Source: an optimization exercise on an open RTL-to-GDS flow (aim: small area and a short achievable clock period). Production flows keep margins and buffers that such runs may drop. No run shown here included a check of the RTL's function; only the layout flow was run. Power figures rest on the tool's default switching activity, not on a simulated workload.

==> design/flow/design.v <==
module SimpleRamAoi3(
   input wire a1, a2, b1, b2, c1, c2,
   output wire y
);
   assign y = ~((a1 & a2) | (b1 & b2) | (c1 & c2));
endmodule
module SimpleRamAoi2(
   input wire a1, a2, b1, b2,
   output wire y
);
   assign y = ~((a1 & a2) | (b1 & b2));
endmodule
module SimpleRamAnd4(
   input wire a, b, c, d,
   output wire y
);
   assign y = a & b & c & d;
endmodule
module SimpleRamAnd3(
   input wire a, b, c,
   output wire y
);
   assign y = a & b & c;
endmodule
module SimpleRamNand3(
   input wire a, b, c,
   output wire y
);
   assign y = ~(a & b & c);
endmodule
module SdNor4(input wire a, b, c, d, output wire y);
   assign y = ~(a | b | c | d);
endmodule
module SdNor3(input wire a, b, c, output wire y);
   assign y = ~(a | b | c);
endmodule
module SdNor2(input wire a, b, output wire y);
   assign y = ~(a | b);
endmodule
module SdNand3(input wire a, b, c, output wire y);
   assign y = ~(a & b & c);
endmodule
module SdAnd2(input wire a, b, output wire y);
   assign y = a & b;
endmodule
module SdInv(input wire a, output wire y);
   assign y = ~a;
endmodule
module SimpleRamDecode(
   input wire cs0_i,
   input wire [24:0] addr_i,
   input wire write_i,             
   input wire reset_i,             
   output wire inwin_o,
   output wire [31:0] wsel_o,
   output wire [31:0] rsel_o
);
   wire [4:0] g;
   SdNor4 g0(.a(cs0_i), .b(addr_i[24]), .c(addr_i[23]), .d(addr_i[22]), .y(g[0]));
   SdNor4 g1(.a(addr_i[21]), .b(addr_i[20]), .c(addr_i[19]), .d(addr_i[18]), .y(g[1]));
   SdNor4 g2(.a(addr_i[17]), .b(addr_i[16]), .c(addr_i[15]), .d(addr_i[14]), .y(g[2]));
   SdNor4 g3(.a(addr_i[12]), .b(addr_i[11]), .c(addr_i[10]), .d(addr_i[9]), .y(g[3]));
   SdNor3 g4(.a(addr_i[8]), .b(addr_i[7]), .c(addr_i[6]), .y(g[4]));
   wire h1, h2;
   SdNand3 h1g(.a(g[0]), .b(g[1]), .c(g[2]), .y(h1));
   SdNand3 h2g(.a(g[3]), .b(g[4]), .c(addr_i[13]), .y(h2));
   SdNor2 inw(.a(h1), .b(h2), .y(inwin_o));
   wire reset_n, wr, wr_n;         
   SdInv rinv(.a(reset_i), .y(reset_n));
   SdNor2 wrg(.a(reset_n), .b(write_i), .y(wr));
   SdInv wrinv(.a(wr), .y(wr_n));
   wire [5:1] an;
   genvar i;
   generate
      for (i = 1; i <= 5; i = i + 1) begin : ainv
         SdInv inv(.a(addr_i[i]), .y(an[i]));
      end
   endgenerate
   wire [7:0] d3n, pb, rb;
   generate
      for (i = 0; i < 8; i = i + 1) begin : pre3
         SdNand3 n(.a(i & 4 ? addr_i[5] : an[5]), .b(i & 2 ? addr_i[4] : an[4]),
                   .c(i & 1 ? addr_i[3] : an[3]), .y(d3n[i]));
         SdNor4 w(.a(h1), .b(h2), .c(wr_n), .d(d3n[i]), .y(pb[i]));
         SdInv r(.a(d3n[i]), .y(rb[i]));
      end
   endgenerate
   wire [3:0] pa, ra;
   generate
      for (i = 0; i < 4; i = i + 1) begin : pre2
         SdNor2 w(.a(i & 2 ? an[2] : addr_i[2]), .b(i & 1 ? an[1] : addr_i[1]), .y(pa[i]));
         SdNor3 r(.a(reset_n), .b(i & 2 ? an[2] : addr_i[2]), .c(i & 1 ? an[1] : addr_i[1]), .y(ra[i]));
      end
   endgenerate
   generate
      for (i = 0; i < 32; i = i + 1) begin : sel
         SdAnd2 w(.a(pa[i & 3]), .b(pb[i >> 2]), .y(wsel_o[i]));
         SdAnd2 r(.a(ra[i & 3]), .b(rb[i >> 2]), .y(rsel_o[i]));
      end
   endgenerate
endmodule
module SimpleRam(
   input wire clk_i,
   input wire [31:0] wsel_i,       
   input wire rd_i,                
   input wire [31:0] rsel_i,       
   input wire [15:0] data_i,
   output reg [15:0] data_o
);
   reg [15:0] storage[31:0];
   genvar w;
   generate
      for (w = 0; w < 32; w = w + 1) begin : wr
         always @ (posedge clk_i)
            if (wsel_i[w])
               storage[w] <= data_i;
      end
   endgenerate
   wire [31:0] rsel = rsel_i;
   wire [15:0] word;
   genvar b, g;
   generate
      for (b = 0; b < 16; b = b + 1) begin : bits
         wire [31:0] col;
         wire [10:0] n;
         wire [2:0] m;
         for (g = 0; g < 32; g = g + 1) begin : words
            assign col[g] = storage[g][b];
         end
         for (g = 0; g < 10; g = g + 1) begin : groups
            SimpleRamAoi3 aoi(.a1(col[3*g]), .a2(rsel[3*g]),
                              .b1(col[3*g+1]), .b2(rsel[3*g+1]),
                              .c1(col[3*g+2]), .c2(rsel[3*g+2]),
                              .y(n[g]));
         end
         SimpleRamAoi2 aoi2(.a1(col[30]), .a2(rsel[30]), .b1(col[31]), .b2(rsel[31]), .y(n[10]));
         SimpleRamAnd4 and_0(.a(n[0]), .b(n[1]), .c(n[2]), .d(n[3]), .y(m[0]));
         SimpleRamAnd4 and_1(.a(n[4]), .b(n[5]), .c(n[6]), .d(n[7]), .y(m[1]));
         SimpleRamAnd3 and_2(.a(n[8]), .b(n[9]), .c(n[10]), .y(m[2]));
         SimpleRamNand3 out(.a(m[0]), .b(m[1]), .c(m[2]), .y(word[b]));
      end
   endgenerate
   always @ (posedge clk_i)
   begin
      if (rd_i)
         data_o <= word;
   end
endmodule
`timescale 1ns / 1ps
module simple_debug(
   input wire [15:0] data_i,
   output wire [15:0] data_o,
   input wire [24:0] addr_i,
   input wire read_i,
   input wire write_i,
   input wire [1:0] cs_i,
   input wire clk_i,
   input wire reset_i,
   input wire irq_i,
   output wire irq_o,
   output wire [4:0] leds_o
);
   reg stage_1, stage_2, stage_3;
   reg [15:0] counter;
   reg [15:0] data_q;
   reg irq;
   reg led;
   wire chip_select = cs_i[0] & cs_i[1];
   wire [25:0] a = {cs_i[0], addr_i};
   wire ram_accessed;
   wire [31:0] wsel, rsel;
   SimpleRamDecode DEC(.cs0_i(cs_i[0]), .addr_i(addr_i), .write_i(write_i), .reset_i(reset_i),
                       .inwin_o(ram_accessed), .wsel_o(wsel), .rsel_o(rsel));
   wire clear_irq = (a == 26'h0);
   wire access = ~stage_2 & stage_3;
   wire [15:0] ram_d;
   SimpleRam RAM0(.clk_i(clk_i),
                  .wsel_i(wsel),
                  .rd_i(~reset_i | (~read_i & ram_accessed)),
                  .rsel_i(rsel),
                  .data_i(data_i),
                  .data_o(ram_d));
   assign data_o = data_q;
   assign irq_o = irq;
   assign leds_o = {led, irq_i, counter[15], counter[0], 1'b1};
   always @ (posedge clk_i)
   begin
      if (!reset_i)
      begin
         counter <= 0;
         stage_3 <= 0;
         stage_2 <= 0;
         stage_1 <= 0;
         data_q <= 0;
         irq <= 0;
      end
      else
      begin
         if (&counter)
            irq <= 1;
         counter <= counter + 1;
         stage_3 <= stage_2;
         stage_2 <= stage_1;
         stage_1 <= chip_select;
         if (access)
         begin
            if (!read_i)
               data_q <= ram_accessed ? ram_d : (addr_i[15:0] | {15'b0, cs_i[0]});
            if (!write_i && !ram_accessed)
            begin
               if (clear_irq)
                  irq <= data_i[0];
               else
                  led <= data_i[0];
            end
         end
      end
   end
endmodule
==> design/flow/run.sh <==
#!/bin/bash
# synth_recipe.tcl (not shown) runs the flow's synth.tcl, then flattens the netlist and writes it again
# the make line also repeats each setting of config.mk as NAME=value (left out here)
make -C /OpenROAD-flow-scripts/flow DESIGN_CONFIG=/design/flow/config.mk WORK_HOME=/design/flow/orfs CLKGATE_MAP_FILE= SYNTH_SCRIPT=/design/flow/synth_recipe.tcl finish
==> design/flow/config.mk <==
export PLATFORM = sky130hd
export DESIGN_NAME = simple_debug
export DESIGN_NICKNAME = simple_debug
export VERILOG_FILES = /design/flow/design.v
export SDC_FILE = /design/flow/constraint.sdc
export NUM_CORES = 4
export LEC_CHECK = 0
export CAP_MARGIN = 20
export CORE_MARGIN = 2
export CORE_UTILIZATION = 60
export CTS_CLUSTER_DIAMETER = 100
export CTS_CLUSTER_SIZE = 24
export PLACE_DENSITY = 0.72
export SETUP_SLACK_MARGIN = 1.2
export SLEW_MARGIN = 20
export SYNTH_HIERARCHICAL = 1
==> design/flow/constraint.sdc <==
create_clock -name core_clock -period 3.0 [get_ports {clk_i}]
set_input_delay 0.6000 -clock core_clock [delete_from_list [all_inputs] [get_ports {clk_i}]]
set_output_delay 0.6000 -clock core_clock [all_outputs]
set_load 0.01 [all_outputs]
==> results of run 1 <==
synthesized netlist by cell type:
cell type | number | area [um^2]
nor3_2 | 5 | 50.1
and3_1 | 17 | 106
a21oi_1 | 4 | 20.0
nor3b_1 | 1 | 7.51
buf_2 | 2 | 10.0
a22oi_2 | 16 | 200
nor4_2 | 12 | 150
buf_4 | 5 | 37.5
nor4_1 | 10 | 62.6
nand2_1 | 6 | 22.5
dfxtp_1 | 36 | 721
edfxtp_1 | 529 | 15900
nand4_1 | 2 | 12.5
xor2_1 | 3 | 26.3
mux2i_1 | 16 | 160
nand4_2 | 1 | 12.5
nor3_1 | 3 | 15.0
and2_1 | 67 | 419
o21ai_0 | 5 | 25.0
a222oi_1 | 160 | 1600
a211oi_1 | 15 | 113
clkbuf_1 | 6 | 22.5
inv_1 | 20 | 75.1
or3_2 | 1 | 7.51
or3_1 | 3 | 18.8
or3_4 | 1 | 11.3
o2bb2ai_1 | 1 | 8.76
xnor2_1 | 8 | 70.1
and4_1 | 34 | 298
nand3_1 | 32 | 160
nor4b_1 | 1 | 8.76
a41oi_1 | 1 | 8.76
ha_1 | 1 | 12.5
nor2_1 | 36 | 135
conb_1 | 1 | 3.75
nand3_2 | 1 | 10.0
modules after synthesis (local to each module, per instance), excerpt:
| module | cells inside | area (um^2) |
|---|---|---|
| SdNor3 | 1 | 10.0 |
| simple_debug | 182 | 1660 |
| SimpleRamAoi2 | 1 | 12.5 |
| SdNor2 | 1 | 3.75 |
| SimpleRamNand3 | 1 | 5.00 |
| SimpleRamAoi3 | 1 | 10.0 |
| SdNand3 | 1 | 5.00 |
| SimpleRamAnd3 | 1 | 6.26 |
| SimpleRam | 528 | 15900 |
| SdNor4 | 1 | 12.5 |
| SimpleRamAnd4 | 1 | 8.76 |
| SdInv | 1 | 3.75 |
| SdAnd2 | 1 | 6.26 |
metrics by stage:
stage / worst slack, ps / hold slack [ps]
after floorplan: 741 / 412
after global placement: -244 / 424
after detailed placement: -294 / 426
after CTS: 955 / 381
after global routing: 748 / 364
final: 813 / 368
cell families after synthesis:
| group | Yosys count | share of synthesized area, % |
|---|---|---|
| flip-flops | 565 | 81.0 |
| AO/OA/AOI/OAI | 202 | 9.64 |
| multiplexers | 16 | 0.781 |
| XOR/XNOR | 11 | 0.470 |
| AND/OR/NAND/NOR | 233 | 7.35 |
| other | 1 | 0.0183 |
| buffers and inverters | 33 | 0.708 |
| adder cells (fa/ha/maj) | 1 | 0.0610 |
final cells by class:
| class | instances | area share [%] |
|---|---|---|
| multi-input combinational | 496 | 18.0 |
| antenna | 1 | 0.00970 |
| clock inverter | 3 | 0.0922 |
| clock buffer | 47 | 2.91 |
| sequential | 565 | 64.4 |
| inverter | 20 | 0.490 |
| tap | 448 | 2.17 |
| timing repair buffer | 275 | 11.9 |
repair_timing:
action                     4_1_cts  5_1_grt
buffers inserted                53       21
gates cloned                    40        2
pin swaps                       73       57
resized for setup              310      105
setup endpoints to repair      582      581
critical path, cell delays in order:
cell,delay (ps)
buf_2,150
nor4_4,210
buf_4,180
buf_12,100
nand3_4,120
buf_6,170
nor2_4,190
buf_6,150
buf_8,130
mux2i_1,100
a211oi_1,490
per-layer routing:
layer  routed length [um]  part of all wire [%]
met1                21900                    36
met2                27500                    45
met3                 9300                    15
met4                 1950                   3.2
met5                   64                  0.11
placed cells by master (no fill, tap or decap), drive strengths merged, types with 8 or more instances in the layout:
| master | count |
|---|---|
| edfxtp | 529 |
| buf | 227 |
| a222oi | 160 |
| and2 | 98 |
| clkbuf | 64 |
| nor2 | 36 |
| dfxtp | 36 |
| and4 | 34 |
| nand3 | 34 |
| nor4 | 22 |
| inv | 20 |
| clkdlybuf4s50 | 19 |
| and3 | 17 |
| a22oi | 16 |
| mux2i | 16 |
| a211oi | 15 |
| xnor2 | 8 |
| nor3 | 8 |
state kept, by name, summed over array words and instances, names as in the netlist:
signal,count
stage_2,1
RAM0.storage,512
stage_1,1
irq,1
data_q,16
led,1
RAM0.data_o,16
counter,16
stage_3,1
final timing paths:
path,cells after the start,endpoint
setup / recovery,11,data_q[2]$_SDFFE_PN0P_
hold / removal,2,stage_1$_SDFF_PN0_
setup reg to reg,3,RAM0.data_o[5]$_DFFE_PP_
hold reg to reg,1,stage_2$_SDFF_PN0_
power by group:
part           switching (mW)  internal, mW  leakage [nW]
logic                   0.403         0.252          2.98
clock network            2.33          1.73         0.369
registers              0.0288          8.63          5.07
==> out/results.ini, run 1 <==
[global_route]
grt_pass1_vias=12400
grt.met1_usage_pct=49.6
antenna_found_initial=3
grt-ovfl-total=0
grt_pass1_wl_um=83600
groute.usage.overall_pct=32.5
globalRoute.busiestLayer=met1
use_met3_pct=6.38
grt_start_max_net_pins=35
use_met2_pct=48.7

[finish]
seqCellArea_um2=16600
multiInputGateArea_um2=4640
final_layout_size_suffix_gt1_share_pct=33.6
area_delta_synth_final_pct=25.8
fillers=1777
instances_no_fill=1855
fin_util_pct=76.7
nets=1434
fin_area_um2=25800

[placement]
hpwl_um=32900
placedInstanceArea_um2=23100
dp_cells=1688
portBuffers=66
gp_congestion=0.879

[die]
io_pins=70
coreArea_um2=33600
initial_core_util_pct=61.0
die_area_um2=35700
row_count=67
die_x_um=189
die_h_um=189

[clock_tree]
cts_tree=done
path_clk_slew_ps=100
clockBufferDepth=3
cts_hold_buffers=0
cts_max_level=1
numCtsBuffers=27
root_buffer=clkbuf_16
numClockSinks=565
clkLatencyLatePin_ps=600

[power]
p_per_area_nw_per_um2=518
leakagePower_nw=8.41
ir_drop_uv=516
power.total_mw=13.4

[yosys]
netlist_instances=1062
syn_area_per_cell_um2=19.3
synth-seq-cells=565
synth-seq-area-share_pct=81.0
syn_nets=1111
ys_types=36
synth_warnings=9
mappedNetlistArea_um2=20500

[route]
drc=0
ant_nets=0
routedWlPerCell_um=32.7
vias=13200
viasPerCell=7.11
drt_iter0_markers=2681
dr.pass1.iters=15
drt_wl_total_um=60700

[sta]
rsz0062_at_grt=yes
fin_crit_sh_pct=72.9
setup_tns_ps=0
max_freq_mhz=457
hold_violations=0
tightest_slew_ps=809
skew_ps=32.7
fin_crit_ps=2190
setup-violations-final=0
drv_slew=0
maxSlewHeadroom_pct=46.0

[hold_path]
hold_start=cs_i[0]
hold_path.class=in -> reg

[critical_path]
worstSetupPathType=in -> reg
required_ps=3420
rrSetupSlack_ps=1140
critPathMaxFanout=6
reg2reg_from=RAM0.storage[18][5]$_DFFE_PP_
crit_arrival_ps=2610
start_kind=input port
startpoint=addr_i[9]
end_kind=flip-flop

[outcome]
status=complete, no violations

[run]
cap_violations=0

==> run 2, diff against run 1 <==
--- a/design/flow/config.mk
+++ b/design/flow/config.mk
@@ -7,10 +7,9 @@
 export LEC_CHECK = 0
 export CAP_MARGIN = 20
 export CORE_MARGIN = 2
-export CORE_UTILIZATION = 60
+export CORE_UTILIZATION = 40
 export CTS_CLUSTER_DIAMETER = 100
 export CTS_CLUSTER_SIZE = 24
-export PLACE_DENSITY = 0.72
 export SETUP_SLACK_MARGIN = 1.2
 export SLEW_MARGIN = 20
 export SYNTH_HIERARCHICAL = 1
==> run 2 against run 1 <==
- largest cell class unchanged
- hold slack worse by 64 ps
- power down 0.56%
- sequential cell count unchanged
==> out/results.ini, run 2 <==
[outcome]
status=complete, no violations

[global_route]
grt_pass1_vias=12100  ; -2.6%
groute.usage.overall_pct=21.6  ; -11 points
grt_start_max_net_pins=35  ; unchanged
grt-ovfl-total=0  ; unchanged
antenna_found_initial=0  ; -3
grt_pass1_wl_um=83900  ; +0.35%

[yosys]
synth-seq-area-share_pct=81.0  ; unchanged
synth_warnings=9  ; unchanged
synth-seq-cells=565  ; unchanged
mappedNetlistArea_um2=20500  ; unchanged
syn_area_per_cell_um2=19.3  ; unchanged
synth_area_leaders=edfxtp_1, a222oi_1, dfxtp_1, and2_1, and4_1
synth_edf_count=529  ; unchanged
synth_most_common_cell=edfxtp_1
yosys.area_share.simple_pct=7.35  ; unchanged
syn_nets=1111  ; unchanged
synthArstFlopShare_pct=0  ; unchanged
synth_top_family_by_area=compound AO/OA/AOI/OAI gates
synth-compound-area-share_pct=9.64  ; unchanged
synthDominantCellAreaShare_pct=77.5  ; unchanged
synthMuxAreaShare_pct=0.781  ; unchanged
synthXorXnorAreaFrac_pct=0.470  ; unchanged
synthFlopType=edfxtp_1
netlist_instances=1062  ; unchanged
synth_top_area_cell=edfxtp_1
synth_common_cells=edfxtp_1, a222oi_1, and2_1, dfxtp_1, nor2_1
synth_fa_ha_area_share_pct=0.0610  ; unchanged
ys_types=36  ; unchanged

[critical_path]
crit_family=buffers and inverters
worst_path_max_delay_cell=nor4_4
worstSetupPathType=in -> reg
crit_arrival_ps=2300  ; -310 ps
cp-endpoint=RAM0.storage[7][3]$_DFFE_PP_
reg2reg_from=counter[1]$_SDFF_PN0_
critPathBufInv=8  ; +2
critPathMaxFanout=7  ; +1
end_kind=flip-flop
startpoint=addr_i[24]
rrSetupSlack_ps=1360  ; +220 ps
crit-reg2reg-capture=irq$_SDFF_PN0_
critPathMaxStageDelay_ps=280  ; -210 ps
start_kind=input port
reg2regPathDepth=5  ; +2
crit_path_frequent_cell=buf_12
crit_chain=buf_6, nor4_4, buf_4, nand3_4, buf_6, buf_12, buf_8, nor4_4, buf_4, and2_4, buf_12, buf_12
cp.depth=12  ; +1
required_ps=3310  ; -110 ps

[sta]
fin_crit_sh_pct=66.3  ; -6.6 points
drv_slew=0  ; unchanged
maxSlewHeadroom_pct=64.0  ; +18 points
layout_setup_ws_ps=1010  ; +198 ps
fin_crit_ps=1990  ; -198 ps
max_freq_mhz=503  ; +10%
setup_tns_ps=0  ; unchanged
hold_violations=0  ; unchanged
skew_ps=31.2  ; -1.48 ps
tightest_slew_ps=535  ; -274 ps
setup-violations-final=0  ; unchanged
rsz0062_at_grt=yes

[power]
power.total_mw=13.3  ; -0.56%
leakagePower_nw=8.40  ; -0.12%
p_per_area_nw_per_um2=505  ; -2.6%
ir_drop_uv=441  ; -14%

[clock_tree]
clockBufferDepth=3  ; unchanged
cts_max_level=1  ; unchanged
cts_hold_buffers=0  ; unchanged
cts_tree=done
root_buffer=clkbuf_16
numCtsBuffers=27  ; unchanged
numClockSinks=565  ; unchanged
path_clk_slew_ps=100  ; about the same
clkLatencyLatePin_ps=610  ; about the same

[route]
vias=12400  ; -5.7%
drt_wl_total_um=58400  ; -3.9%
ant_nets=0  ; unchanged
viasPerCell=6.03  ; -15%
drt_iter0_markers=2134  ; -20%
routedWlPerCell_um=28.3  ; -13%
dr.pass1.iters=14  ; -1
drc=0  ; unchanged

[placement]
dp_worst_setup_slack_ps=-119  ; +175 ps
dp_cells=1863  ; +10%
hpwl_um=31600  ; -4.1%
portBuffers=66  ; unchanged
gp_congestion=0.791  ; -10%

[die]
row_count=82  ; +22%
die_x_um=230  ; +22%
die_area_um2=53100  ; +49%
coreArea_um2=50400  ; +50%
io_pins=70  ; unchanged
die_h_um=230  ; +22%
initial_core_util_pct=40.7  ; -20 points

[finish]
final_layout_size_suffix_gt1_share_pct=33.1  ; -0.57 points
largest_reg_flops=512  ; unchanged
final_common_cell=edfxtp_1
nets=1416  ; -1.3%
antennaDiodeCount=0  ; -1
instances_no_fill=2060  ; +11%
fin_util_pct=52.3  ; -24 points
top_register=RAM0.storage
area_delta_synth_final_pct=28.4
final_cell_mix=edfxtp_1, a222oi_1, buf_4

[run]
cap_violations=0  ; unchanged

[hold_path]
hold_start=cs_i[0]
hold_path.class=in -> reg

## run 2: cell counts after synthesis
Identical to the previous run, type by type.
## run 2: stage by stage
stage          hold WS (ps)  cell area (um^2)
2_1_floorplan           412             20700
3_3_place_gp            420             23000
3_5_place_dp            426             23000
4_1_cts                 313             25800
5_1_grt                 311             26300
6_report                304             26300
## run 2: power breakdown
group	switching, mW	total, mW	internal, mW
Sequential	0.0362	8.66	8.63
Combinational	0.337	0.555	0.219
Clock	2.35	4.08	1.72
## run 2: layout make-up
| class | count | area [um^2] |
|---|---|---|
| clock buffer | 47 | 751 |
| clock inverter | 3 | 22.5 |
| fill | 3948 | 24100 |
| inverter | 20 | 111 |
| multi-input combinational | 481 | 4460 |
| sequential | 565 | 16600 |
| tap | 672 | 841 |
| timing repair buffer | 272 | 3520 |
## run 2: per-layer routing
layer	global-route usage (%)	vias up	wire (um)
met3	2.66	70	6020
met5	0	-	0
li1	-	5298	-
met1	32.2	6379	23800
met2	33.7	685	27000
met4	5.79	0	1470
## run 2: Yosys stat by module (local to each module, per instance), a selection
module	cell area, um^2	flops+latches
SimpleRamAoi2	12.5	0
SimpleRamNand3	5.00	0
SimpleRam	15900	528
SdAnd2	6.26	0
SdNor2	3.75	0
SimpleRamAnd3	6.26	0
SdNand3	5.00	0
SimpleRamAnd4	8.76	0
SimpleRamAoi3	10.0	0
simple_debug	1660	37
SdNor4	12.5	0
SdNor3	10.0	0
SdInv	3.75	0
## run 2: cell families (layout without fill, tap and decap cells)
logic type,Yosys count,after routing
other,1,1
and+or+nand+nor,233,250
adders and majority gates,1,1
DFF,565,565
muxes,16,16
xor gates and xnor gates,11,11
AOI/OAI and AO/OA,202,202
buffers and inverters,33,342
## run 2: repair_timing
item	in CTS	in global routing
buffers inserted	89	25
resized for setup	329	97
endpoints found under the hold margin	0	0
gates cloned	32	1
endpoints found under the setup margin	582	574
pin swaps	46	59
## run 2: worst min path at each step
stage	to	cells past startpoint	slack, ps
floorplan	stage_2$_SDFF_PN0_	1	410
global placement	stage_2$_SDFF_PN0_	1	420
detailed placement	stage_2$_SDFF_PN0_	1	430
CTS	stage_1$_SDFF_PN0_	2	310
global route	stage_1$_SDFF_PN0_	2	310
finish	stage_1$_SDFF_PN0_	2	300
==> run 3, diff against run 2 <==
--- a/design/flow/config.mk
+++ b/design/flow/config.mk
@@ -10,6 +10,6 @@
 export CORE_UTILIZATION = 40
 export CTS_CLUSTER_DIAMETER = 100
 export CTS_CLUSTER_SIZE = 24
-export SETUP_SLACK_MARGIN = 1.2
+export SETUP_SLACK_MARGIN = 0.9
 export SLEW_MARGIN = 20
 export SYNTH_HIERARCHICAL = 1
==> run 3 against run 2 <==
- via count decreased by 3.5%
- sequential power about the same
- cell count decreased by 2.1%
- routed wire length decreased by 3.7%
- first-iteration DRC count decreased by 17%
==> out/results.ini, run 3 <==
[global_route]
grt_pass1_vias=11800  ; -2.6%
use_met3_pct=4.13  ; +1.5 points
grt.met1_usage_pct=29.7  ; -2.5 points
grt_pass1_wl_um=80500  ; -4.1%
grt_start_max_net_pins=35  ; unchanged
use_met2_pct=32.7  ; -0.97 points
groute.usage.overall_pct=20.8  ; -0.85 points
grt-ovfl-total=0  ; unchanged
antenna_found_initial=2  ; +2
globalRoute.busiestLayer=met2

[critical_path]
end_kind=flip-flop
start_kind=input port
critPathMaxFanout=15  ; +8
worstSetupPathType=in -> reg
crit_chain=buf_2, buf_4, nand3_2, inv_1, and2_4, buf_12, a222oi_1, and4_2, nand3_2
startpoint=addr_i[3]
crit_arrival_ps=2440  ; +140 ps
crit_path_frequent_cell=nand3_2
crit_family=simple AND/OR/NAND/NOR gates
required_ps=3340  ; +30 ps
reg2reg_from=RAM0.storage[9][2]$_DFFE_PP_
critPathBufInv=4  ; -4
critPathMaxStageDelay_ps=630  ; +350 ps
worst_path_max_delay_cell=a222oi_1

[power]
clkPwrFrac_pct=30.4  ; -0.3 points
leakagePower_nw=8.08  ; -3.8%
power.total_mw=13.2  ; -0.59%
pwr-share-comb_pct=4.1  ; about the same
p_int_mw=10.5  ; -0.34%
p_per_area_nw_per_um2=526  ; +4.2%
p_sw_share_pct=20.3  ; -0.21 points
p_switching_mw=2.68  ; -1.6%
seqPwrFrac_pct=65.5  ; +0.3 points
ir_drop_uv=401  ; -9.1%

[placement]
dp_worst_setup_slack_ps=-208  ; -89.8 ps
dp_cells=1915  ; +2.8%
portBuffers=66  ; unchanged
gp_congestion=0.848  ; +7.2%
hpwl_um=32400  ; +2.7%
placedInstanceArea_um2=23500  ; +1.8%

[sta]
skew_ps=28.7  ; -2.49 ps
hold_slack_ps=330  ; +25.8 ps
maxSlewHeadroom_pct=49.5  ; -15 points
tightest_slew_ps=758  ; +223 ps
rsz0062_at_grt=no
hold_violations=0  ; unchanged
setup-violations-final=0  ; unchanged
fin_crit_ps=2110  ; +117 ps
setup_tns_ps=0  ; unchanged
max_freq_mhz=475  ; -5.6%
drv_slew=0  ; unchanged
layout_setup_ws_ps=894  ; -117 ps
fin_crit_sh_pct=70.2  ; +3.9 points

[route]
ant_nets=0  ; unchanged
drc=0  ; unchanged
viasPerCell=5.95  ; -1.4%
drt_iter0_markers=1771  ; -17%
drt_wl_total_um=56200  ; -3.7%
vias=12000  ; -3.5%
routedWlPerCell_um=27.9  ; -1.6%
dr.pass1.iters=10  ; -4

[yosys]
synth_area_leaders=edfxtp_1, a222oi_1, dfxtp_1, and2_1, and4_1
synth_edf_count=529  ; unchanged
synth-seq-area-share_pct=81.0  ; unchanged
netlist_instances=1062  ; unchanged
synth_warnings=9  ; unchanged
synthArstFlopShare_pct=0  ; unchanged
syn_nets=1111  ; unchanged
synth_most_common_cell=edfxtp_1
mappedNetlistArea_um2=20500  ; unchanged
synth-seq-cells=565  ; unchanged
synthFlopType=edfxtp_1
synthDominantCellAreaShare_pct=77.5  ; unchanged
synth_common_cells=edfxtp_1, a222oi_1, and2_1, dfxtp_1, nor2_1
ys_types=36  ; unchanged
syn_area_per_cell_um2=19.3  ; unchanged
synth_top_area_cell=edfxtp_1

[die]
initial_core_util_pct=40.7  ; unchanged
coreArea_um2=50400  ; unchanged
io_pins=70  ; unchanged
die_x_um=230  ; unchanged
die_area_um2=53100  ; unchanged
row_count=82  ; unchanged
die_h_um=230  ; unchanged

[finish]
final_cell_mix=edfxtp_1, a222oi_1, buf_4
multiInputGateArea_um2=4360  ; -2.3%
fillers=4100  ; +3.9%
area_delta_synth_final_pct=22.5
final_common_cell=edfxtp_1
fin_util_pct=49.9  ; -2.4 points
largest_reg_flops=512  ; unchanged
nets=1381  ; -2.5%
top_register=RAM0.storage
instances_no_fill=2016  ; -2.1%
final_layout_size_suffix_gt1_share_pct=24.9  ; -8.1 points
fin_area_um2=25100  ; -4.6%
seqCellArea_um2=16600  ; about the same

[hold_path]
hold_path.class=in -> reg
hold_start=cs_i[0]

[clock_tree]
cts_max_level=1  ; unchanged
cts_hold_buffers=0  ; unchanged
root_buffer=clkbuf_16
numClockSinks=565  ; unchanged
clockBufferDepth=3  ; unchanged
numCtsBuffers=27  ; unchanged
clkLatencyLatePin_ps=600  ; about the same
cts_tree=done
path_clk_slew_ps=90  ; about the same

[run]
cap_violations=0  ; unchanged

[outcome]
status=complete, no violations

[run 3: cell types whose count changed in the layout (fill, tap and decap cells not counted), sizes merged]
cell,change
and2,+11
buf,-75
clkbuf,-7
clkdlybuf4s15,-9
clkdlybuf4s50,+2
clkinv,-1
diode,+1
dlygate4sd2,+21
dlymetal6s2s,+13
[run 3: timing repair]
| item | in CTS | in global routing |
|---|---|---|
| endpoints found under the setup margin | 544 | 543 |
| setup buffers | 18 | 12 |
| gates cloned | 28 | 2 |
| resized for setup | 110 | 48 |
| endpoints found under the hold margin | 0 | 0 |
| pin swaps | 43 | 17 |
[run 3: power groups by stage]
| stage | Sequential (mW) | Clock (mW) | Combinational (mW) |
|---|---|---|---|
| 6_report | 8.65 | 4.02 | 0.545 |
| 5_1_grt | 8.65 | 4.35 | 0.579 |
| 4_1_cts | 8.65 | 4.10 | 0.533 |
| 3_5_place_dp | 8.83 | 0 | 0.506 |
| 3_3_place_gp | 8.83 | 0 | 0.497 |
| 2_1_floorplan | 8.82 | 0 | 0.131 |
[run 3: layout make-up]
| cell class | instances | share of cell area, % |
|---|---|---|
| Sequential cell | 565 | 66.1 |
| Multi-Input combinational cell | 492 | 17.4 |
| Timing Repair Buffer | 226 | 9.85 |
| Tap cell | 672 | 3.35 |
| Clock buffer | 38 | 2.94 |
| Inverter | 20 | 0.339 |
| Clock inverter | 2 | 0.0448 |
| Antenna cell | 1 | 0.00996 |
[run 3: metal layers]
layer | up-vias | routed length [um]
li1 | 5219 | -
met5 | - | 0
met4 | 0 | 1420
met3 | 73 | 5290
met2 | 561 | 26100
met1 | 6146 | 23400
[run 3: kinds of logic after synthesis]
logic type,share of synthesized area [%]
adders and majority gates,0.0610
DFF,81.0
AOI/OAI and AO/OA,9.64
buffers and inverters,0.708
and+or+nand+nor,7.35
other,0.0183
muxes,0.781
xor gates and xnor gates,0.470
[run 3: path summary, 6_finish.rpt]
kind	end	slack, ps	depth (start not counted)
max	RAM0.data_o[2]$_DFFE_PP_	890	9
min	stage_1$_SDFF_PN0_	330	2
max reg2reg	RAM0.data_o[2]$_DFFE_PP_	1220	3
min reg2reg	stage_2$_SDFF_PN0_	440	1
[run 3: per-module statistics from Yosys, one instance, submodules excluded, excerpt]
module | times used | flops+latches
SdAnd2 | 64 | 0
SdInv | 15 | 0
SdNand3 | 10 | 0
SdNor2 | 6 | 0
SdNor3 | 5 | 0
SdNor4 | 12 | 0
SimpleRam | 1 | 528
SimpleRamAnd3 | 16 | 0
SimpleRamAnd4 | 32 | 0
SimpleRamAoi2 | 16 | 0
SimpleRamAoi3 | 160 | 0
SimpleRamNand3 | 16 | 0
simple_debug | 1 | 37
==> run 4, diff against run 3 <==
--- a/design/flow/design.v
+++ b/design/flow/design.v
@@ -49,10 +49,8 @@
 module SimpleRamDecode(
    input wire cs0_i,
    input wire [24:0] addr_i,
-   input wire write_i,             
    input wire reset_i,             
    output wire inwin_o,
-   output wire [31:0] wsel_o,
    output wire [31:0] rsel_o
 );
    wire [4:0] g;
@@ -65,10 +63,8 @@
    SdNand3 h1g(.a(g[0]), .b(g[1]), .c(g[2]), .y(h1));
    SdNand3 h2g(.a(g[3]), .b(g[4]), .c(addr_i[13]), .y(h2));
    SdNor2 inw(.a(h1), .b(h2), .y(inwin_o));
-   wire reset_n, wr, wr_n;         
+   wire reset_n;
    SdInv rinv(.a(reset_i), .y(reset_n));
-   SdNor2 wrg(.a(reset_n), .b(write_i), .y(wr));
-   SdInv wrinv(.a(wr), .y(wr_n));
    wire [5:1] an;
    genvar i;
    generate
@@ -76,26 +72,53 @@
          SdInv inv(.a(addr_i[i]), .y(an[i]));
       end
    endgenerate
-   wire [7:0] d3n, pb, rb;
+   wire [7:0] d3n, rb;
    generate
       for (i = 0; i < 8; i = i + 1) begin : pre3
          SdNand3 n(.a(i & 4 ? addr_i[5] : an[5]), .b(i & 2 ? addr_i[4] : an[4]),
                    .c(i & 1 ? addr_i[3] : an[3]), .y(d3n[i]));
-         SdNor4 w(.a(h1), .b(h2), .c(wr_n), .d(d3n[i]), .y(pb[i]));
          SdInv r(.a(d3n[i]), .y(rb[i]));
       end
    endgenerate
-   wire [3:0] pa, ra;
+   wire [3:0] ra;
    generate
       for (i = 0; i < 4; i = i + 1) begin : pre2
-         SdNor2 w(.a(i & 2 ? an[2] : addr_i[2]), .b(i & 1 ? an[1] : addr_i[1]), .y(pa[i]));
          SdNor3 r(.a(reset_n), .b(i & 2 ? an[2] : addr_i[2]), .c(i & 1 ? an[1] : addr_i[1]), .y(ra[i]));
       end
    endgenerate
    generate
+      for (i = 0; i < 32; i = i + 1) begin : sel
+         SdAnd2 r(.a(ra[i & 3]), .b(rb[i >> 2]), .y(rsel_o[i]));
+      end
+   endgenerate
+endmodule
+module SimpleRamWDecode(
+   input wire we_i,
+   input wire [4:0] addr_i,
+   output wire [31:0] wsel_o
+);
+   wire [4:0] an;
+   genvar i;
+   generate
+      for (i = 0; i < 5; i = i + 1) begin : ainv
+         SdInv inv(.a(addr_i[i]), .y(an[i]));
+      end
+   endgenerate
+   wire [7:0] d3n, pb;
+   wire [3:0] pa;
+   wire we_n;
+   SdInv weinv(.a(we_i), .y(we_n));
+   generate
+      for (i = 0; i < 8; i = i + 1) begin : pre3
+         SdNand3 n(.a(i & 4 ? addr_i[4] : an[4]), .b(i & 2 ? addr_i[3] : an[3]),
+                   .c(i & 1 ? addr_i[2] : an[2]), .y(d3n[i]));
+         SdNor2 w(.a(we_n), .b(d3n[i]), .y(pb[i]));
+      end
+      for (i = 0; i < 4; i = i + 1) begin : pre2
+         SdNor2 w(.a(i & 2 ? an[1] : addr_i[1]), .b(i & 1 ? an[0] : addr_i[0]), .y(pa[i]));
+      end
       for (i = 0; i < 32; i = i + 1) begin : sel
          SdAnd2 w(.a(pa[i & 3]), .b(pb[i >> 2]), .y(wsel_o[i]));
-         SdAnd2 r(.a(ra[i & 3]), .b(rb[i >> 2]), .y(rsel_o[i]));
       end
    endgenerate
 endmodule
@@ -104,6 +127,8 @@
    input wire [31:0] wsel_i,       
    input wire rd_i,                
    input wire [31:0] rsel_i,       
+   input wire byp_i,               
+   input wire [15:0] bdata_i,
    input wire [15:0] data_i,
    output reg [15:0] data_o
 );
@@ -143,7 +168,7 @@
    always @ (posedge clk_i)
    begin
       if (rd_i)
-         data_o <= word;
+         data_o <= byp_i ? bdata_i : word;
    end
 endmodule
 `timescale 1ns / 1ps
@@ -169,8 +194,19 @@
    wire [25:0] a = {cs_i[0], addr_i};
    wire ram_accessed;
    wire [31:0] wsel, rsel;
-   SimpleRamDecode DEC(.cs0_i(cs_i[0]), .addr_i(addr_i), .write_i(write_i), .reset_i(reset_i),
-                       .inwin_o(ram_accessed), .wsel_o(wsel), .rsel_o(rsel));
+   SimpleRamDecode DEC(.cs0_i(cs_i[0]), .addr_i(addr_i), .reset_i(reset_i),
+                       .inwin_o(ram_accessed), .rsel_o(rsel));
+   reg pw;
+   reg [4:0] pw_addr;
+   reg [15:0] pw_data;
+   always @ (posedge clk_i)
+   begin
+      pw <= reset_i & ~write_i & ram_accessed;
+      pw_addr <= addr_i[5:1];
+      pw_data <= data_i;
+   end
+   SimpleRamWDecode WDEC(.we_i(pw), .addr_i(pw_addr), .wsel_o(wsel));
+   wire byp = pw & reset_i & (pw_addr == addr_i[5:1]);
    wire clear_irq = (a == 26'h0);
    wire access = ~stage_2 & stage_3;
    wire [15:0] ram_d;
@@ -178,7 +214,9 @@
                   .wsel_i(wsel),
                   .rd_i(~reset_i | (~read_i & ram_accessed)),
                   .rsel_i(rsel),
-                  .data_i(data_i),
+                  .byp_i(byp),
+                  .bdata_i(pw_data),
+                  .data_i(pw_data),
                   .data_o(ram_d));
    assign data_o = data_q;
    assign irq_o = irq;
--- a/design/flow/config.mk
+++ b/design/flow/config.mk
@@ -10,6 +10,6 @@
 export CORE_UTILIZATION = 40
 export CTS_CLUSTER_DIAMETER = 100
 export CTS_CLUSTER_SIZE = 24
-export SETUP_SLACK_MARGIN = 0.9
+export SETUP_SLACK_MARGIN = 1.2
 export SLEW_MARGIN = 20
 export SYNTH_HIERARCHICAL = 1
==> run 4 against run 3 <==
- routed wire length decreased by 0.47%
- sequential share of layout area increased by 0.36 points
- sequential cell count increased by 22
- highest routed layer is now met5
==> out/results.ini, run 4 <==
[outcome]
status=complete, no violations

[sta]
setup-violations-final=0  ; unchanged
fin_crit_sh_pct=78.2  ; +8.0 points
skew_ps=30.3  ; +1.57 ps
rsz0062_at_grt=yes
tightest_slew_ps=1080  ; +322 ps
fin_crit_ps=2350  ; +241 ps
max_freq_mhz=426  ; -10%
hold_violations=0  ; unchanged
maxSlewHeadroom_pct=27.9  ; -22 points
drv_slew=0  ; unchanged

[clock_tree]
clockBufferDepth=3  ; unchanged
numClockSinks=587  ; +3.9%
cts_max_level=1  ; unchanged
cts_tree=done
root_buffer=clkbuf_16
numCtsBuffers=28  ; +3.7%
clkLatencyLatePin_ps=610  ; about the same
path_clk_slew_ps=100  ; about the same

[yosys]
synthMuxAreaShare_pct=1.78  ; +1.0 points
synth_top_area_cell=edfxtp_1
synth_common_cells=edfxtp_1, a222oi_1, and2_1, dfxtp_1, nor2_1
synth-seq-area-share_pct=80.1  ; -0.83 points
synthArstFlopShare_pct=0  ; unchanged
syn_area_per_cell_um2=19.0  ; -1.6%
synthXorXnorAreaFrac_pct=0.577  ; +0.11 points
synth-seq-cells=587  ; +3.9%
synth_most_common_cell=edfxtp_1
netlist_instances=1119  ; +5.4%
mappedNetlistArea_um2=21300  ; +3.7%
ys_types=46  ; +28%
synthDominantCellAreaShare_pct=74.7  ; -2.8 points
yosys.area_share.simple_pct=7.11  ; -0.24 points
synth_area_leaders=edfxtp_1, a222oi_1, dfxtp_1, and2_1, and4_1
synthFlopType=edfxtp_1
synth-compound-area-share_pct=9.39  ; -0.24 points
synth_top_family_by_area=compound AO/OA/AOI/OAI gates
synth_fa_ha_area_share_pct=0.0588  ; -0.0022 points
syn_nets=1168  ; +5.1%
synth_warnings=9  ; unchanged
synth_edf_count=529  ; unchanged

[power]
ir_drop_uv=413  ; +3.0%
p_per_area_nw_per_um2=541  ; +2.7%
power.total_mw=13.9  ; +5.0%
leakagePower_nw=8.38  ; +3.7%

[placement]
hpwl_um=36500  ; +13%
gp_congestion=0.840  ; -0.92%
dp_cells=2033  ; +6.2%
portBuffers=66  ; unchanged

[critical_path]
rrSetupSlack_ps=990  ; -230 ps
critPathMaxFanout=5  ; -10
worstSetupPathType=in -> reg
start_kind=input port
required_ps=3360  ; +20 ps
crit-reg2reg-capture=RAM0.data_o[12]$_DFFE_PP_
end_kind=flip-flop
crit_arrival_ps=2710  ; +270 ps
reg2regPathDepth=5  ; +2
reg2reg_from=RAM0.storage[6][12]$_DFFE_PP_

[die]
die_h_um=235  ; +1.8%
io_pins=70  ; unchanged
die_x_um=235  ; +1.8%
coreArea_um2=52600  ; +4.3%
die_area_um2=55000  ; +3.6%
row_count=84  ; +2.4%
initial_core_util_pct=40.5  ; -0.24 points

[finish]
instances_no_fill=2127  ; +5.5%
antennaDiodeCount=0  ; -1
fillers=4348  ; +6.0%
area_delta_synth_final_pct=20.7
final_common_cell=edfxtp_1
largest_reg_flops=512  ; unchanged
top_register=RAM0.storage
final_cell_mix=edfxtp_1, buf_4, a222oi_1
final_layout_size_suffix_gt1_share_pct=29.6  ; +4.7 points
nets=1466  ; +6.2%

[global_route]
grt_pass1_wl_um=79800  ; -0.86%
groute.usage.overall_pct=20.0  ; -0.80 points
grt-ovfl-total=0  ; unchanged
grt_start_max_net_pins=34  ; -2.9%
antenna_found_initial=1  ; -1
grt_pass1_vias=11900  ; +1.4%

[route]
viasPerCell=5.79  ; -2.7%
drc=0  ; unchanged
ant_nets=0  ; unchanged
routedWlPerCell_um=26.3  ; -5.7%
vias=12300  ; +2.7%
drt_wl_total_um=55900  ; -0.47%
drt_iter0_markers=2050  ; +16%
dr.pass1.iters=9  ; -1

[hold_path]
whs_endpoint=pw_addr[3]$_DFF_P_
hold_start=addr_i[4]
hold_path.class=in -> reg
hold_depth=2  ; unchanged

[run]
cap_violations=0  ; unchanged

## run 4: changes by cell type in the layout (fill, tap and decap cells not counted), sizes merged, moves of 6 or more
cell          previous run  this run
and2                    93        69
clkbuf                  45        56
buf                    161       234
dlymetal6s2s            13         2
dfxtp                   36        58
dlygate4sd2             22        11
nor4                    22         9
mux2                     0        16
nand3                   35        41
## run 4: what timing repair did
item,4_1_cts,5_1_grt
setup buffers,22,17
resized for setup,188,55
hold buffers,0,0
pin swaps,33,38
cloned,1,2
setup endpoints to repair,121,208
## run 4: where the power goes
part,total (mW),switching (mW),internal [mW]
Clock,4.29,2.45,1.84
Combinational,0.539,0.294,0.245
Sequential,9.05,0.112,8.94
Total,13.9,2.86,11.0
## run 4: cell type report
cell class                 instances  area, um^2  area share (%)
multi-input combinational        494        4350            16.9
clock inverter                     2        20.0          0.0780
sequential                       587       17100            66.5
inverter                          25         110           0.429
clock buffer                      50         805            3.13
tap                              688         861            3.35
timing repair buffer             281        2470            9.61
## run 4: how the worst max path moves through the flow
stage	endpoint	startpoint	cells after the start
4_1_cts	RAM0.data_o[12]$_DFFE_PP_	reset_i	11
6_report	RAM0.data_o[1]$_DFFE_PP_	addr_i[5]	11
3_3_place_gp	RAM0.data_o[1]$_DFFE_PP_	addr_i[3]	11
2_1_floorplan	RAM0.data_o[0]$_DFFE_PP_	addr_i[20]	7
5_1_grt	RAM0.data_o[11]$_DFFE_PP_	reset_i	9
3_5_place_dp	RAM0.data_o[1]$_DFFE_PP_	addr_i[4]	11
## run 4: cell families after synthesis
kind of cell	after synthesis
other cells	1
fa+ha+maj	1
mux	32
flops	587
buf+inv	40
xor+xnor	14
simple gates	239
compound gates	205
## run 4: critical path: stages
cell and delay, ps:
buf_4 110, inv_4 60, nand3_2 80, inv_2 70, and2_4 200, buf_4 160
buf_4 130, a222oi_1 600, and4_1 330, nand3_1 80, mux2_4 270
## run 4: per-stage QoR
stage,hold slack [ps],TNS (ps),worst slack [ps],utilization (%),instance area (um^2)
finish,288,0,654,48.9,25700
global route,277,0,658,48.9,25700
CTS,258,0,726,48.5,25500
floorplan,412,0,897,-,21400
detailed placement,428,-5890,-559,46.2,24300
global placement,417,-5690,-537,46.2,24300
## run 4: layer usage
layer	part of all wire [%]	GRT usage, %	up-vias
met2	46	30.7	535
met5	0.018	0	-
met4	2.2	4.99	2
li1	-	-	5429
met3	8.7	3.78	58
met1	43	29.3	6294
## run 4: per-module statistics from Yosys (local to each module, per instance), excerpt
| module | times used | cells inside |
|---|---|---|
| SimpleRam | 1 | 546 |
| simple_debug | 1 | 209 |
| SdNor4 | 4 | 1 |
| SimpleRamAoi2 | 16 | 1 |
| SdNor3 | 5 | 1 |
| SimpleRamAoi3 | 160 | 1 |
| SimpleRamAnd4 | 32 | 1 |
| SdAnd2 | 64 | 1 |
| SimpleRamAnd3 | 16 | 1 |
| SdNand3 | 18 | 1 |
| SimpleRamNand3 | 16 | 1 |
| SdInv | 20 | 1 |
| SdNor2 | 13 | 1 |
==> run 5, diff against run 4 <==
--- a/design/flow/design.v
+++ b/design/flow/design.v
@@ -1,32 +1,11 @@
-module SimpleRamAoi3(
-   input wire a1, a2, b1, b2, c1, c2,
-   output wire y
-);
-   assign y = ~((a1 & a2) | (b1 & b2) | (c1 & c2));
-endmodule
-module SimpleRamAoi2(
-   input wire a1, a2, b1, b2,
-   output wire y
-);
-   assign y = ~((a1 & a2) | (b1 & b2));
-endmodule
-module SimpleRamAnd4(
-   input wire a, b, c, d,
-   output wire y
-);
-   assign y = a & b & c & d;
-endmodule
-module SimpleRamAnd3(
-   input wire a, b, c,
-   output wire y
-);
-   assign y = a & b & c;
-endmodule
-module SimpleRamNand3(
-   input wire a, b, c,
-   output wire y
-);
-   assign y = ~(a & b & c);
+module SdOai22(input wire a1, a2, b1, b2, output wire y);
+   assign y = ~((a1 | a2) & (b1 | b2));
+endmodule
+module SdNand4(input wire a, b, c, d, output wire y);
+   assign y = ~(a & b & c & d);
+endmodule
+module SdNand2(input wire a, b, output wire y);
+   assign y = ~(a & b);
 endmodule
 module SdNor4(input wire a, b, c, d, output wire y);
    assign y = ~(a | b | c | d);
@@ -51,7 +30,7 @@
    input wire [24:0] addr_i,
    input wire reset_i,             
    output wire inwin_o,
-   output wire [31:0] rsel_o
+   output wire [31:0] rsel_n_o
 );
    wire [4:0] g;
    SdNor4 g0(.a(cs0_i), .b(addr_i[24]), .c(addr_i[23]), .d(addr_i[22]), .y(g[0]));
@@ -88,7 +67,7 @@
    endgenerate
    generate
       for (i = 0; i < 32; i = i + 1) begin : sel
-         SdAnd2 r(.a(ra[i & 3]), .b(rb[i >> 2]), .y(rsel_o[i]));
+         SdNand2 r(.a(ra[i & 3]), .b(rb[i >> 2]), .y(rsel_n_o[i]));
       end
    endgenerate
 endmodule
@@ -126,7 +105,8 @@
    input wire clk_i,
    input wire [31:0] wsel_i,       
    input wire rd_i,                
-   input wire [31:0] rsel_i,       
+   input wire clr_i,               
+   input wire [31:0] rsel_n_i,     
    input wire byp_i,               
    input wire [15:0] bdata_i,
    input wire [15:0] data_i,
@@ -141,28 +121,27 @@
                storage[w] <= data_i;
       end
    endgenerate
-   wire [31:0] rsel = rsel_i;
    wire [15:0] word;
    genvar b, g;
    generate
       for (b = 0; b < 16; b = b + 1) begin : bits
          wire [31:0] col;
-         wire [10:0] n;
-         wire [2:0] m;
+         wire [15:0] p;
+         wire [7:0] q;
+         wire [1:0] r;
          for (g = 0; g < 32; g = g + 1) begin : words
             assign col[g] = storage[g][b];
          end
-         for (g = 0; g < 10; g = g + 1) begin : groups
-            SimpleRamAoi3 aoi(.a1(col[3*g]), .a2(rsel[3*g]),
-                              .b1(col[3*g+1]), .b2(rsel[3*g+1]),
-                              .c1(col[3*g+2]), .c2(rsel[3*g+2]),
-                              .y(n[g]));
-         end
-         SimpleRamAoi2 aoi2(.a1(col[30]), .a2(rsel[30]), .b1(col[31]), .b2(rsel[31]), .y(n[10]));
-         SimpleRamAnd4 and_0(.a(n[0]), .b(n[1]), .c(n[2]), .d(n[3]), .y(m[0]));
-         SimpleRamAnd4 and_1(.a(n[4]), .b(n[5]), .c(n[6]), .d(n[7]), .y(m[1]));
-         SimpleRamAnd3 and_2(.a(n[8]), .b(n[9]), .c(n[10]), .y(m[2]));
-         SimpleRamNand3 out(.a(m[0]), .b(m[1]), .c(m[2]), .y(word[b]));
+         for (g = 0; g < 16; g = g + 1) begin : pairs
+            SdOai22 oai(.a1(col[2*g]), .a2(rsel_n_i[2*g]), .b1(col[2*g+1]), .b2(rsel_n_i[2*g+1]),
+                        .y(p[g]));
+         end
+         for (g = 0; g < 8; g = g + 1) begin : quads
+            SdNor2 nor2(.a(p[2*g]), .b(p[2*g+1]), .y(q[g]));
+         end
+         SdNand4 n0(.a(q[0]), .b(q[1]), .c(q[2]), .d(q[3]), .y(r[0]));
+         SdNand4 n1(.a(q[4]), .b(q[5]), .c(q[6]), .d(q[7]), .y(r[1]));
+         SdNor3 clr(.a(r[0]), .b(r[1]), .c(clr_i), .y(word[b]));
       end
    endgenerate
    always @ (posedge clk_i)
@@ -193,9 +172,9 @@
    wire chip_select = cs_i[0] & cs_i[1];
    wire [25:0] a = {cs_i[0], addr_i};
    wire ram_accessed;
-   wire [31:0] wsel, rsel;
+   wire [31:0] wsel, rsel_n;
    SimpleRamDecode DEC(.cs0_i(cs_i[0]), .addr_i(addr_i), .reset_i(reset_i),
-                       .inwin_o(ram_accessed), .rsel_o(rsel));
+                       .inwin_o(ram_accessed), .rsel_n_o(rsel_n));
    reg pw;
    reg [4:0] pw_addr;
    reg [15:0] pw_data;
@@ -213,7 +192,8 @@
    SimpleRam RAM0(.clk_i(clk_i),
                   .wsel_i(wsel),
                   .rd_i(~reset_i | (~read_i & ram_accessed)),
-                  .rsel_i(rsel),
+                  .clr_i(~reset_i),
+                  .rsel_n_i(rsel_n),
                   .byp_i(byp),
                   .bdata_i(pw_data),
                   .data_i(pw_data),
==> run 5 against run 4 <==
- core utilization rose by 2.8 points
- still clean
- sequential power decreased by 0.4%
- critical endpoint is now RAM0.data_o[6]$_DFFE_PP_
- area after synthesis increased by 0.42%
- clock-buffer cell count increased by 1
==> out/results.ini, run 5 <==
[finish]
area_delta_synth_final_pct=27.3
antennaDiodeCount=0  ; unchanged
largest_reg_flops=512  ; unchanged
fin_area_um2=27200  ; +5.9%
fin_util_pct=51.6  ; +2.8 points
top_register=RAM0.storage
final_layout_size_suffix_gt1_share_pct=31.2  ; +1.6 points
final_common_cell=edfxtp_1
final_cell_mix=edfxtp_1, o22ai_1, buf_4
nets=1672  ; +14%

[route]
drc=0  ; unchanged
vias=13100  ; +6.6%
ant_nets=0  ; unchanged
routedWlPerCell_um=25.0  ; -4.8%
drt_iter0_markers=1493  ; -27%
wl_met1_um=26000  ; +7.2%
met2WireLength_um=27000  ; +5.9%
drt_wl_total_um=58400  ; +4.5%
wl_met3_um=3990  ; -18%
viasPerCell=5.63  ; -2.9%
top_layer=met4
dr.pass1.iters=5  ; -4

[sta]
hold_violations=0  ; unchanged
maxSlewHeadroom_pct=30.2  ; +2.3 points
rsz0062_at_grt=yes
skew_ps=33.8  ; +3.53 ps
fin_crit_ps=2090  ; -257 ps
drv_slew=0  ; unchanged
max_freq_mhz=479  ; +12%
tightest_slew_ps=1050  ; -34.1 ps
setup-violations-final=0  ; unchanged
fin_crit_sh_pct=69.6  ; -8.6 points
hold_slack_ps=213  ; -74.5 ps
setup_tns_ps=0  ; unchanged

[yosys]
synth-seq-area-share_pct=79.8  ; -0.34 points
synth-seq-cells=587  ; unchanged
syn_nets=1365  ; +17%
ys_types=44  ; -4.3%
mappedNetlistArea_um2=21400  ; +0.42%
synth_top_area_cell=edfxtp_1
netlist_instances=1316  ; +18%
syn_area_per_cell_um2=16.2  ; -15%
synth_common_cells=edfxtp_1, o22ai_1, nor2_1, dfxtp_1, nand2_1
synth_most_common_cell=edfxtp_1
synthArstFlopShare_pct=0  ; unchanged
synthFlopType=edfxtp_1
synthDominantCellAreaShare_pct=74.4  ; -0.32 points
synth_area_leaders=edfxtp_1, o22ai_1, dfxtp_1, nor2_1, nand4_1
synth_edf_count=529  ; unchanged
synth_warnings=9  ; unchanged

[power]
power.total_mw=14.0  ; +0.55%
p_per_area_nw_per_um2=513  ; -5.0%
leakagePower_nw=8.90  ; +6.2%
ir_drop_uv=443  ; +7.2%

[die]
die_x_um=235  ; +0.21%
row_count=84  ; unchanged
initial_core_util_pct=40.6  ; +0.090 points
io_pins=70  ; unchanged
coreArea_um2=52700  ; +0.20%
die_h_um=235  ; +0.21%
die_area_um2=55300  ; +0.42%

[critical_path]
end_kind=flip-flop
required_ps=3370  ; about the same
start_kind=input port
worstSetupPathType=in -> reg
critPathMaxFanout=7  ; +2
crit_arrival_ps=2460  ; -250 ps

[outcome]
status=complete, no violations

[clock_tree]
clkLatencyLatePin_ps=610  ; about the same
clockBufferDepth=3  ; unchanged
cts_tree=done
numCtsBuffers=28  ; unchanged
cts_max_level=1  ; unchanged
path_clk_slew_ps=100  ; about the same
root_buffer=clkbuf_16
numClockSinks=587  ; unchanged
cts_hold_buffers=0  ; unchanged

[placement]
placedInstanceArea_um2=24600  ; +1.2%
gp_congestion=0.871  ; +3.7%
hpwl_um=36700  ; +0.59%
portBuffers=66  ; unchanged

[global_route]
grt_start_max_net_pins=34  ; unchanged
grt-ovfl-total=0  ; unchanged
grt_pass1_vias=12900  ; +7.9%
antenna_found_initial=0  ; -1
grt_pass1_wl_um=84900  ; +6.4%
groute.usage.overall_pct=20.5  ; +0.54 points

[hold_path]
hold_path.class=in -> reg

[run]
cap_violations=0  ; unchanged

run 5: Yosys stat by module (local to each module, per instance), excerpt:
module        cells inside  cell area (um^2)  flops+latches
SdNor3                   1              10.0              0
SdNand2                  1              3.75              0
SdNand4                  1              6.26              0
SdAnd2                   1              6.26              0
SdOai22                  1              6.26              0
simple_debug           214              2180             59
run 5: kinds of logic after synthesis:
group | after synthesis | share of synthesized area, %
compound gates | 287 | 8.46
xor+xnor | 14 | 0.574
fa+ha+maj | 1 | 0.0586
buf+inv | 39 | 0.890
flops | 587 | 79.8
mux | 32 | 1.77
other cells | 1 | 0.0176
simple gates | 355 | 8.42
run 5: power breakdown:
group | switching [mW] | internal, mW
Sequential | 0.0805 | 8.93
Combinational | 0.393 | 0.274
Clock | 2.43 | 1.85
run 5: worst max-delay path, cell delays in order:
cell	delay [ps]
buf_8	100
buf_6	120
nor3_4	200
buf_12	160
buf_12	130
nand2_4	60
buf_12	140
buf_12	140
o22ai_2	150
nor2_2	60
nand4_1	110
buf_6	130
nor3_2	40
mux2_4	290
run 5: per-stage QoR:
step	worst slack, ps	std cells
after floorplan	730	1316
after global placement	-280	2227
after detailed placement	-304	2227
after CTS	932	2326
after global routing	886	2333
final	911	2333
run 5: repair_timing:
item,in CTS,in global routing
pin swaps,75,40
setup buffers,43,4
cloned,4,3
resized for setup,303,89
endpoints found under the setup margin,243,284
run 5: cell type report:
type | count | area, um^2
inverter | 24 | 128
timing repair buffer | 291 | 2940
clock inverter | 1 | 16.3
sequential | 587 | 17100
clock buffer | 51 | 810
fill | 4210 | 25500
tap | 688 | 861
multi-input combinational | 691 | 5360
run 5: path summary, 6_finish.rpt:
path	start	endpoint	slack (ps)	cells after the start
worst max-delay path	addr_i[2]	RAM0.data_o[6]$_DFFE_PP_	910	14
worst min-delay path	addr_i[1]	pw_addr[0]$_DFF_P_	210	2
worst max register to register	pw_addr[1]$_DFF_P_	RAM0.data_o[2]$_DFFE_PP_	1090	5
worst min register to register	stage_1$_SDFF_PN0_	stage_2$_SDFF_PN0_	450	1
run 5: layer usage:
layer  vias to the layer above  GRT usage (%)
li1                       5894              -
met1                      6694           30.7
met2                       479           32.6
met3                        58           2.01
met4                         0           4.26
met5                         -              0

what the ideal ports hide:
The flow's constraints put no driver on any port. The routed layouts listed below were extracted and timed again, unchanged, in two steps.
Step 1: set_driving_cell puts a clkbuf_16 on clk_i and a buf_2 on each other input, an assumption about the parent block.
Step 2 times the ports against the registers' clock, not the clock port: input delays grow and output delays shrink by t, the midpoint of the rising clock arrivals with the driver on.
Slacks: ideal ports / drivers / drivers and shift; pairs: ideal ports / drivers.
run	t (ns)	setup WS [ns]	worst setup path after step 2	worst data-port slew with drivers (ns)	cell pins on the clock port's net
run 1	0.631	0.813 / 0.801 / 0.169	input to register	0.09	1
run 2	0.651	1.011 / 1.034 / 0.383	input to register	0.06	1
run 3	0.641	0.894 / 0.920 / 0.279	input to register	0.06	1
run 4	0.658	0.654 / 0.670 / 0.012	input to register	0.06	1
run 5	0.652	0.911 / 0.916 / 0.264	input to register	0.08	1
After both steps setup and hold are still met in every run listed. For run 5, which loses most, drivers alone change the setup slack by +0.005 ns; drivers and shift together by -0.647 ns.
